Background: an optimization exercise with open tools, aiming at small area. Do not read the settings as production practice.
In this exercise RTL edits were held to simulation tests only and were not proved equivalent to the original.
No activity file was given, so power comes from the tool's default toggle rates.

## run A
==> flow/design.v (excerpt) <==
module regfile_top(clk, btnc, btnl, btnu, btnd, sw, led);
	input wire logic clk, btnc, btnl, btnu, btnd;
	input wire logic [15:0] sw;
	output logic [15:0] led;
	logic [14:0] Address_register;
	logic btnc_d, btnc_one;
	logic [31:0] regReadDataA, regReadDataB, writeData_in;
	logic zero_throw;
	logic [31:0] result;
	always_ff @(posedge clk) begin
		btnc_d <= btnc;
		if (btnu)
			Address_register <= 0;
		else if (btnl)
			Address_register <= sw[14:0];
	end
	OneShot osc (.clk(clk), .rst(btnu), .in(btnc_d), .os(btnc_one));
	assign writeData_in = sw[15] ? {{17{sw[14]}}, sw[14:0]} : result;
	regfile masterReg (.clk(clk), .readReg1(Address_register[4:0]), .readReg2(Address_register[9:5]),
		.writeReg(Address_register[14:10]), .writeData(writeData_in),
		.write(btnc_one), .readData1(regReadDataA), .readData2(regReadDataB));
	alu ALU1 (.op1(regReadDataA), .op2(regReadDataB), .alu_op(sw[3:0]),
		.zero(zero_throw), .result(result));
	assign led = btnd ? regReadDataA[31:16] : regReadDataA[15:0];
endmodule
export LEC_CHECK = 0
export CAP_MARGIN = 20
export CORE_MARGIN = 2
export CORE_UTILIZATION = 40
export SLEW_MARGIN = 20
create_clock -name core_clock -period 5.0 [get_ports {clk}]
run.sh (not shown) runs the stock make flow with config.mk's settings and CLKGATE_MAP_FILE= SYNTH_SCRIPT=/design/flow/synth_recipe.tcl, a recipe that flattens the netlist after the stock synthesis.
#### Input delta (run B over run A)
-- flow/config.mk --
<<< run A, line 11
>>> run B, line 11
export CTS_CLUSTER_DIAMETER = 80
export CTS_CLUSTER_SIZE = 24
Notes after the runs:
Looking at fraction of the cycle the final worst path needs across run A and run B, the one that comes out lower is run A. met1 usage in global routing for run B: 0.26 points up relative to run A. Looking at headroom to the max-slew limit, run B sits above run A. The power in combinational cells on run A is in line with that on run B. Count of inserted antenna diode cells: run B vs run A up 7. Run B vs run A: first-iteration DRC count up. Against run A, run B comes in about 0.5% lower on fmax. Run B | stages: all done | timing, DRC, antenna: all pass. Run B vs run A — per-cell routed wire length climbed slightly. The higher global-route usage of run A and run B is in run A. In the flow results for run A and run B, the highest fanout seen on the critical path is smaller on run A. The higher clock skew of run A and run B is in run B.
#### Input delta (run C over run B)
-- flow/config.mk --
<<< run B, line 10
export CORE_UTILIZATION = 40
export CTS_CLUSTER_DIAMETER = 80
export CTS_CLUSTER_SIZE = 24
>>> run C, line 10
export CORE_UTILIZATION = 60
export GPL_TIMING_DRIVEN = 0
Findings:
The log for run C ends in 5_1_grt with error GRT-0116, so the run never completed. Note that the routability-driven placement congestion ratio recorded for run B amounts to 0.861 times the value seen in run C. Changes observed in run C relative to run B: buffers inserted during post-CTS setup optimization has increased; count of buffers from port buffering has decreased; post-detailed-placement half-perimeter wirelength has increased. On number of buffers created by CTS: between run B and run C, it ends up lower for run B. Min number of gates resized after cts across run B and run C: run B. Run C ends up with a H-tree level count that is 1 higher than in run B. When the final numbers for run B and run C were put side by side, the post-detailed-placement cell area turned out to be greater in run B. Die height, run B and run C: larger value in run B.

Another version of the RTL of regfile_top (not shown whole).
For scale: roughly 5000 cells after synthesis, about 1100 flip-flops, roughly 37 I/O pins, ~49000 sq um of cells after synthesis.
==> flow/config.mk <==
export PLATFORM = sky130hd
export DESIGN_NAME = regfile_top
export DESIGN_NICKNAME = regfile_top
export VERILOG_FILES = /design/flow/design.v
export SDC_FILE = /design/flow/constraint.sdc
export NUM_CORES = 4
export LEC_CHECK = 0
export CAP_MARGIN = 20
export CORE_MARGIN = 2
export CORE_UTILIZATION = 50
export CTS_CLUSTER_DIAMETER = 80
export CTS_CLUSTER_SIZE = 24
export SLEW_MARGIN = 20
==> flow/constraint.sdc <==
create_clock -name core_clock -period 5.0 [get_ports {clk}]
set_input_delay 1.0000 -clock core_clock [delete_from_list [all_inputs] [get_ports {clk}]]
set_output_delay 1.0000 -clock core_clock [all_outputs]
set_load 0.01 [all_outputs]
Then changed:
Settings changed: CTS_CLUSTER_DIAMETER 80 to 90, CTS_CLUSTER_SIZE 24 to 28.
After rerunning:
- register-to-register slack gets better by 0.03 ns
- utilization is lower by 0.34 points
- via count barely changes
- sequential share of layout area goes up by 0.27 points
- worst setup slack improves by 0.039 ns
- final cell count stays flat
- critical path depth grows by 10
- die area does not change

## cedar
The RTL this note starts from:
==> flow/design.v <==
localparam[3:0] AND_OP = 4'b0000;
localparam[3:0] OR_OP = 4'b0001;
localparam[3:0] ADD_OP = 4'b0010;
localparam[3:0] SUB_OP = 4'b0110;
localparam[3:0] LESS_OP = 4'b0111;
localparam[3:0] RIGHT_L_OP = 4'b1000;
localparam[3:0] LEFT_L_OP = 4'b1001;
localparam[3:0] RIGHT_AR_OP = 4'b1010;
localparam[3:0] XOR_OP = 4'b1101;
`timescale 1 ns / 1 ps
module OneShot(clk, rst, in, os);
	input wire logic clk;
	input wire logic rst;
	input wire logic in;
	output logic os;
	logic nz;
	always_ff @(posedge clk) begin
		nz <= !rst && in;
		os <= !rst && in && !nz;
	end
endmodule
`timescale 1 ns / 1 ps
module alu(op1, op2, alu_op, zero, result);
	input wire logic [31:0] op1, op2;
	input wire logic [3:0] alu_op;
	output logic zero;
	output logic [31:0] result;
	logic sub, left, arith;
	logic [31:0] bx, sum, ain, sh, shrev;
	logic slt;
	assign sub   = (alu_op == SUB_OP) || (alu_op == LESS_OP);
	assign left  = (alu_op == LEFT_L_OP);
	assign arith = (alu_op == RIGHT_AR_OP);
	assign bx  = op2 ^ {32{sub}};
	assign sum = op1 + bx + {31'd0, sub};
	assign slt = (op1[31] ^ op2[31]) ? op1[31] : sum[31];
	always_comb begin
		for (int i = 0; i < 32; i++) ain[i] = left ? op1[31-i] : op1[i];
	end
	assign sh = $unsigned($signed({arith & op1[31], ain}) >>> op2[4:0]);
	always_comb begin
		for (int i = 0; i < 32; i++) shrev[i] = sh[31-i];
	end
	always_comb begin
		case (alu_op)
			AND_OP:      result = op1 & op2;
			OR_OP:       result = op1 | op2;
			XOR_OP:      result = op1 ^ op2;
			LESS_OP:     result = {31'd0, slt};
			RIGHT_L_OP:  result = sh;
			RIGHT_AR_OP: result = sh;
			LEFT_L_OP:   result = shrev;
			default:     result = sum;
		endcase
		zero = (result == 32'd0);
	end
endmodule
`timescale 1 ns / 1 ps
module regfile(clk, readReg1, readReg2, writeReg, writeData, write, readData1, readData2,
	loadReg, newReg1, newReg2);
	input wire logic clk, write;
	input wire logic [4:0] readReg1, readReg2, writeReg;
	input wire logic [31:0] writeData;
	input wire logic loadReg;               
	input wire logic [4:0] newReg1, newReg2;
	output logic [31:0] readData1, readData2;
	function automatic logic [4:0] add31(input logic [4:0] a, input logic [4:0] b);
		logic [5:0] s;
		s = {1'b0, a} + {1'b0, b};
		add31 = s[4:0] + {4'd0, s[5]};
	endfunction
	logic [31:0] row[0:30];         
	logic [4:0] z;                  
	logic wr;                       
	logic pv;                       
	logic [4:0] pa;                 
	logic [31:0] pd;                
	logic [4:0] prow;               
	logic commit;                   
	logic [15:0] en;                
	logic [31:0] rd1, rd2;          
	logic [4:0] rrow1, rrow2;       
	logic fw1, fw2;                 
	assign wr = write && writeReg != 5'd0;
	assign prow = add31(pa, z);
	assign commit = pv && prow[0];
	always_comb
		for (int k = 0; k < 16; k++)
			en[k] = commit && prow[4:1] == k;
	always_ff @(posedge clk) begin
		z <= add31(z, 5'd30);
		pv <= wr || (pv && !prow[0]);
		if (wr) begin
			pa <= writeReg;
			pd <= ~writeData;
		end
		for (int k = 0; k < 31; k++) begin
			if (k % 2 == 0)
				row[k] <= en[k/2] ? pd : row[(k + 1) % 31];
			else
				row[k] <= row[k + 1];
		end
		rd1 <= rdport(readReg1, rrow1);
		rd2 <= rdport(readReg2, rrow2);
		rrow1 <= loadReg ? add31(newReg1, add31(z, 5'd30)) : add31(rrow1, 5'd30);
		rrow2 <= loadReg ? add31(newReg2, add31(z, 5'd30)) : add31(rrow2, 5'd30);
		fw1 <= wr && writeReg == readReg1;
		fw2 <= wr && writeReg == readReg2;
	end
	assign readData1 = fw1 ? ~pd : rd1;
	assign readData2 = fw2 ? ~pd : rd2;
	function automatic logic [31:0] rdport(input logic [4:0] r, input logic [4:0] rr);
		logic hit;
		logic [31:0] acc;
		hit = pv && pa == r;
		acc = {32{hit}} & ~pd;
		for (int k = 0; k < 31; k++)
			acc = acc | ({32{r != 5'd0 && !hit && rr == (k == 0 ? 5'd31 : k)}} & ~row[k]);
		rdport = acc;
	endfunction
endmodule
`timescale 1 ns / 1 ps
module regfile_top(clk, btnc, btnl, btnu, btnd, sw, led);
	input wire logic clk, btnc, btnl, btnu, btnd;
	input wire logic [15:0] sw;
	output logic [15:0] led;
	logic [14:0] Address_register;
	logic btnc_d, btnc_one;
	logic [31:0] regReadDataA, regReadDataB, writeData_in;
	logic zero_throw;
	logic [31:0] result;
	always_ff @(posedge clk) begin
		btnc_d <= btnc;
		if (btnu)
			Address_register <= 0;
		else if (btnl)
			Address_register <= sw[14:0];
	end
	OneShot osc (.clk(clk), .rst(btnu), .in(btnc_d), .os(btnc_one));
	assign writeData_in = sw[15] ? {{17{sw[14]}}, sw[14:0]} : result;
	regfile masterReg (.clk(clk), .readReg1(Address_register[4:0]), .readReg2(Address_register[9:5]),
		.writeReg(Address_register[14:10]), .writeData(writeData_in),
		.write(btnc_one), .readData1(regReadDataA), .readData2(regReadDataB),
		.loadReg(btnl && !btnu), .newReg1(sw[4:0]), .newReg2(sw[9:5]));
	alu ALU1 (.op1(regReadDataA), .op2(regReadDataB), .alu_op(sw[3:0]),
		.zero(zero_throw), .result(result));
	assign led = btnd ? regReadDataA[31:16] : regReadDataA[15:0];
endmodule
clock: 5.0 ns
lec_check: 0
cap_margin: 20
core_margin: 2
core_utilization: 40
cts_cluster_diameter: 80
cts_cluster_size: 24
slew_margin: 20
[inputs] zinc vs cedar
Settings: putting PLACE_DENSITY at 0.7 where nothing was set; swapping 40 for 50 in CORE_UTILIZATION.
==> comparison <==
As far as maximum number of pins on one net before global-route repair goes, cedar and zinc are indistinguishable; the numbers are identical. | die height | higher: cedar |. Between cedar and zinc, the flow reports placeable core area decreasing by more than 10%. Diff cedar and zinc: filler cell count higher in cedar. Against cedar as the reference, zinc delivers a higher routed length per placed instance. Compared zinc vs cedar, and share of total power in the clock network is down in zinc. Summary of the comparison: global-route usage is higher in zinc, relative to cedar. met2 usage in zinc is 9.3 points above cedar. zinc vs cedar — total power dropped slightly. Between cedar and zinc, top achievable clock speed increased.
> inputs changed (zinc -> indigo)
Settings: SLEW_MARGIN: 20 -> 0; CORE_UTILIZATION: 50 -> 40; CAP_MARGIN: 20 -> 0; PLACE_DENSITY: 0.7 -> unset.
==> comparison <==
- Looking at net load switching power, indigo sits about 0.65% higher than zinc does.
- The path type of the worst setup path comes out flop to flop in one run and flop to output pin in the other, namely in zinc and indigo respectively.
- Relative to zinc, the maximum clock frequency measured on indigo has decreased slightly.
- Compared with zinc, in indigo count of multi-input gates was more or less identical, critical path depth went down by 10, non-clock buffer contribution to total cell area went up by 0.30 points.

[separate check: timing with driven ports]
Ports are ideal in the flow. The routed layouts listed here were re-timed in OpenROAD.
Step 1 (the two cells are an assumption about what drives the block):
set clk [get_ports {clk}]
set_driving_cell -lib_cell sky130_fd_sc_hd__clkbuf_16 $clk
set_driving_cell -lib_cell sky130_fd_sc_hd__buf_2 [delete_from_list [all_inputs] $clk]
Step 2 also shifts input and output timing later by t, the mid clock arrival at the registers, as if the neighbouring blocks saw the same clock.
a / b / c = ideal / step 1 / step 2; a / b = the first two.
run	t, ns	setup slack, ns	pins driven straight from the clock port
run A	0.832	0.190 / 0.190 / -0.211	1
run B	0.808	0.165 / 0.165 / -0.108	1
the first run of note 2	0.803	0.422 / 0.354 / 0.053	1
the second run of note 2	0.776	0.461 / 0.418 / 0.055	1
cedar	0.802	0.362 / 0.290 / 0.066	1
zinc	0.778	0.400 / 0.332 / -0.290	1
indigo	0.804	0.365 / 0.295 / 0.074	1
Met with ideal ports but missed after step 2: setup timing in run A, run B and zinc. For zinc, which loses most, drivers alone change the setup slack by -0.068 ns; drivers and shift together by -0.690 ns.
